What follows belongs to an exercise in optimizing a design on an open flow for small area, a short achievable clock period and few clock cycles; a production flow would make more cautious choices. Only simulation tests tie the RTL to the original design; equivalence was not proved. Power is estimated from default activity; no workload was simulated.

==> module solix16_cpu, before the edit <==
module solix16_cpu(
    input         clk,           
    input         rst,           
    output [11:0] imem_addr,     
    input  [15:0] imem_data,     
    output [11:0] dmem_addr,     
    output [15:0] dmem_wdata,    
    output        dmem_we,       
    input  [15:0] dmem_rdata,    
    output        halted         
);
localparam OP_MOV = 4'b1000;
localparam OP_JMP = 4'b1001;
localparam OP_JZ  = 4'b1010;
localparam OP_JNZ = 4'b1011;
localparam OP_LD  = 4'b1100;
localparam OP_ST  = 4'b1101;
localparam OP_HLT = 4'b1111;
reg  [15:0] pc;              
reg  [3:0]  flags;           
reg         halt_r;
reg  [15:0] ex_a, ex_b;      
reg         ex_arith, ex_sub, ex_and, ex_or, ex_xor, ex_not, ex_shl, ex_shr, ex_ld;
reg         ex_wr;           
reg  [2:0]  ex_rd;
reg         ex_flagwr;       
reg         ex_st;
wire [15:0] alu_result;
wire        alu_zero, alu_negative, alu_carry, alu_overflow;
alu u_alu (
    .a        (ex_a),
    .b        (ex_b),
    .op_arith (ex_arith),
    .op_sub   (ex_sub),
    .op_and   (ex_and),
    .op_or    (ex_or),
    .op_xor   (ex_xor),
    .op_not   (ex_not),
    .op_shl   (ex_shl),
    .op_shr   (ex_shr),
    .result   (alu_result),
    .zero     (alu_zero),
    .negative (alu_negative),
    .carry    (alu_carry),
    .overflow (alu_overflow)
);
wire [15:0] ex_result = ex_ld ? dmem_rdata : alu_result;
wire [3:0]  flags_new = {alu_overflow, alu_carry, alu_negative, alu_zero};
wire [111:0] regs;
wire [7:1]   valid;
register_file u_regs (
    .clk     (clk),
    .rst     (rst),
    .wr_en   (ex_wr),
    .rd_addr (ex_rd),
    .rd_data (ex_result),
    .regs    (regs),
    .valid   (valid)
);
wire        z_now = ex_flagwr ? alu_zero : flags[0];
always @(posedge clk or posedge rst)
    if (rst)
        flags <= 4'b0;
    else if (ex_flagwr)
        flags <= flags_new;
assign dmem_addr  = ex_a[11:0];
assign dmem_wdata = ex_b;
assign dmem_we    = ex_st;
assign halted     = halt_r;
wire [15:0] instr  = imem_data;
wire [3:0]  opcode = instr[15:12];
wire [3:0]  rd     = instr[11:8];
wire [3:0]  rs     = instr[7:4];
wire [3:0]  rt     = instr[3:0];
wire [7:0]  imm8   = instr[7:0];
wire [11:0] target = instr[11:0];
wire is_alu = (opcode[3] == 1'b0);
wire is_sub = (opcode == 4'b0001);
wire is_mov = (opcode == OP_MOV);
wire is_ld  = (opcode == OP_LD);
wire is_st  = (opcode == OP_ST);
wire is_jmp = (opcode == OP_JMP);
wire is_jz  = (opcode == OP_JZ);
wire is_jnz = (opcode == OP_JNZ);
wire is_hlt = (opcode == OP_HLT);
wire stop = halt_r | is_hlt;
function [15:0] read_reg;
    input [3:0]   addr;
    input [111:0] regs_v;
    input [7:1]   valid_v;
    input [15:0]  pc_v;
    input [3:0]   flags_v;
    input         ex_wr_v;
    input [2:0]   ex_rd_v;
    input         ex_flagwr_v;
    reg   [15:0]  v;
    integer       k;
    begin
        v = 16'h0000;
        for (k = 1; k <= 7; k = k + 1)
            v = v | ({16{valid_v[k] && addr == k}} & regs_v[16*k-1 -: 16]);
        v = v | ({16{addr == 4'd8}} & 16'h0FFF)
              | ({16{addr == 4'd9}} & pc_v)
              | ({16{addr == 4'd10 && !ex_flagwr_v}} & {12'h000, flags_v});
        read_reg = v;
    end
endfunction
wire [15:0] rs_reg = read_reg(rs, regs, valid, pc, flags, ex_wr, ex_rd, ex_flagwr);
wire [15:0] rt_reg = read_reg(rt, regs, valid, pc, flags, ex_wr, ex_rd, ex_flagwr);
wire rs_fwd  = ex_wr && rs == {1'b0, ex_rd};
wire rt_fwd  = ex_wr && rt == {1'b0, ex_rd};
wire rs_fwdf = ex_flagwr && rs == 4'd10;
wire rt_fwdf = ex_flagwr && rt == 4'd10;
wire [15:0] rs_val = rs_fwd ? ex_result : rs_fwdf ? {12'h000, flags_new} : rs_reg;
wire [15:0] rt_val = rt_fwd ? ex_result : rt_fwdf ? {12'h000, flags_new} : rt_reg;
wire [15:0] pc_inc = pc + 16'd1;
wire [15:0] pc_z1 = (is_jmp | is_jz)  ? {4'h0, target} : pc_inc;
wire [15:0] pc_z0 = (is_jmp | is_jnz) ? {4'h0, target} : pc_inc;
always @(posedge clk or posedge rst)
    if (rst) begin
        pc     <= 16'h0000;
        halt_r <= 1'b0;
    end else begin
        pc     <= z_now ? pc_z1 : pc_z0;
        if (stop)
            halt_r <= 1'b1;
    end
always @(posedge clk or posedge rst)
    if (rst) begin
        ex_wr     <= 1'b0;
        ex_flagwr <= 1'b0;
        ex_st     <= 1'b0;
    end else begin
        ex_wr     <= ~stop & (is_alu | is_mov | is_ld) & (rd[3] == 1'b0) & (rd[2:0] != 3'd0);
        ex_flagwr <= ~stop & is_alu;
        ex_st     <= ~stop & is_st;
    end
always @(posedge clk) begin
    ex_rd    <= rd[2:0];
    ex_a     <= is_mov ? 16'h0000 : rs_val;
    ex_b     <= is_mov ? {8'h00, imm8} : is_sub ? ~rt_val : rt_val;
    ex_arith <= is_alu & (opcode[2:1] == 2'b00);
    ex_sub   <= is_sub;
    ex_and   <= is_alu & (opcode[2:0] == 3'b010);
    ex_or    <= (is_alu & (opcode[2:0] == 3'b011)) | is_mov;
    ex_xor   <= is_alu & (opcode[2:0] == 3'b100);
    ex_not   <= is_alu & (opcode[2:0] == 3'b101);
    ex_shl   <= is_alu & (opcode[2:0] == 3'b110);
    ex_shr   <= is_alu & (opcode[2:0] == 3'b111);
    ex_ld    <= is_ld;
end
assign imem_addr = pc[11:0];
endmodule
export LEC_CHECK = 0
export CAP_MARGIN = 20
export CORE_MARGIN = 2
export CORE_UTILIZATION = 40
export SETUP_SLACK_MARGIN = 2.3
export SLEW_MARGIN = 20
create_clock -name core_clock -period 5.3 [get_ports {clk}]
standard.sh (not shown) runs the stock make flow with config.mk's settings and CLKGATE_MAP_FILE= SYNTH_SCRIPT=/design/flow/synth_recipe.tcl, a recipe that flattens the netlist after the stock synthesis.
==> flow/flow/run.sh <==
#!/bin/bash
# Layout flow: the standard ORFS flow (standard.sh, synthesis unchanged),
# with two changes to the layout steps:
#  - the ports are buffered with sky130_fd_sc_hd__buf_1 (still one buffer on
#    every input and output port) instead of the default delay-buffer cell;
#  - timing repair may resize a cell to any equivalent cell, not only to one
#    of the same footprint.
# The full output of the flow goes to flow_make.log in this folder; ORFS
# keeps each step's own log under orfs/logs/.
set -euo pipefail
export BUFFER_PORTS_ARGS="-buffer_cell sky130_fd_sc_hd__buf_1"
bash standard.sh MATCH_CELL_FOOTPRINT=0 finish > flow_make.log 2>&1
Testbench counts at the start, summed over its fixed seeds: cycles 136,711.
Rerun with:
--- a/flow/design.v
+++ b/flow/design.v
@@ -110,19 +110,22 @@
 localparam OP_JZ  = 4'b1010;
 localparam OP_JNZ = 4'b1011;
 localparam OP_LD  = 4'b1100;
 localparam OP_ST  = 4'b1101;
 localparam OP_HLT = 4'b1111;
-reg  [15:0] pc;              
+reg  [15:0] pc_z1;           
+reg  [15:0] pc_z0;           
 reg  [3:0]  flags;           
 reg         halt_r;
 reg  [15:0] ex_a, ex_b;      
 reg         ex_arith, ex_sub, ex_and, ex_or, ex_xor, ex_not, ex_shl, ex_shr, ex_ld;
 reg         ex_wr;           
 reg  [2:0]  ex_rd;
 reg         ex_flagwr;       
 reg         ex_st;
+reg         zsel;
+wire [15:0] pc = zsel ? pc_z1 : pc_z0;
 wire [15:0] alu_result;
 wire        alu_zero, alu_negative, alu_carry, alu_overflow;
 alu u_alu (
     .a        (ex_a),
     .b        (ex_b),
@@ -151,16 +154,17 @@
     .rd_addr (ex_rd),
     .rd_data (ex_result),
     .regs    (regs),
     .valid   (valid)
 );
-wire        z_now = ex_flagwr ? alu_zero : flags[0];
 always @(posedge clk or posedge rst)
     if (rst)
         flags <= 4'b0;
     else if (ex_flagwr)
         flags <= flags_new;
+always @(posedge clk)
+    zsel <= ex_flagwr ? alu_zero : flags[0];
 assign dmem_addr  = ex_a[11:0];
 assign dmem_wdata = ex_b;
 assign dmem_we    = ex_st;
 assign halted     = halt_r;
 wire [15:0] instr  = imem_data;
@@ -208,18 +212,18 @@
 wire rs_fwdf = ex_flagwr && rs == 4'd10;
 wire rt_fwdf = ex_flagwr && rt == 4'd10;
 wire [15:0] rs_val = rs_fwd ? ex_result : rs_fwdf ? {12'h000, flags_new} : rs_reg;
 wire [15:0] rt_val = rt_fwd ? ex_result : rt_fwdf ? {12'h000, flags_new} : rt_reg;
 wire [15:0] pc_inc = pc + 16'd1;
-wire [15:0] pc_z1 = (is_jmp | is_jz)  ? {4'h0, target} : pc_inc;
-wire [15:0] pc_z0 = (is_jmp | is_jnz) ? {4'h0, target} : pc_inc;
 always @(posedge clk or posedge rst)
     if (rst) begin
-        pc     <= 16'h0000;
+        pc_z1  <= 16'h0000;
+        pc_z0  <= 16'h0000;
         halt_r <= 1'b0;
     end else begin
-        pc     <= z_now ? pc_z1 : pc_z0;
+        pc_z1  <= (is_jmp | is_jz)  ? {4'h0, target} : pc_inc;
+        pc_z0  <= (is_jmp | is_jnz) ? {4'h0, target} : pc_inc;
         if (stop)
             halt_r <= 1'b1;
     end
 always @(posedge clk or posedge rst)
     if (rst) begin
Effect:
- fmax went up by a few percent
- sequential power went up by a few percent
- global-route usage went down by 0.69 points
- synthesized cell count went up by roughly a tenth
- non-clock buffer count went down by 15
- cell count went up by roughly a tenth
- worst hold slack gets better by 0.011 ns
- routed wire length went up by a few percent
- area after synthesis went up by a little under a tenth
- setup slack gets better by 0.060 ns
Testbench counts after the change, summed over its fixed seeds: cycles 136,711.

[afterwards: timing with drivers on the ports]
In the flow no input, the clock included, has a driving cell. The finished layouts below were timed again as built, in two steps. Step 1 sets driving cells, clkbuf_16 on the clock port and buf_2 on the other inputs (assumed; they add their load-dependent delay and slew). Step 2, shift: input delay + t, output delay - t, t = (earliest + latest rising clock arrival at the registers) / 2. This alone moves slack from input paths to output paths. Three values: ideal ports, drivers, drivers and shift; two values: the first two.
run	t, ns	setup slack, ns	worst setup path at the end	pins driven straight from the clock port
the first run	0.480	2.283 / 2.283 / 1.895	input to register	1
the second run	0.544	2.343 / 2.296 / 1.809	input to register	1
After both steps every run listed still meets setup and hold. The setup slack of the second run, which loses most, moves by -0.047 ns with the drivers and by -0.534 ns with both steps.
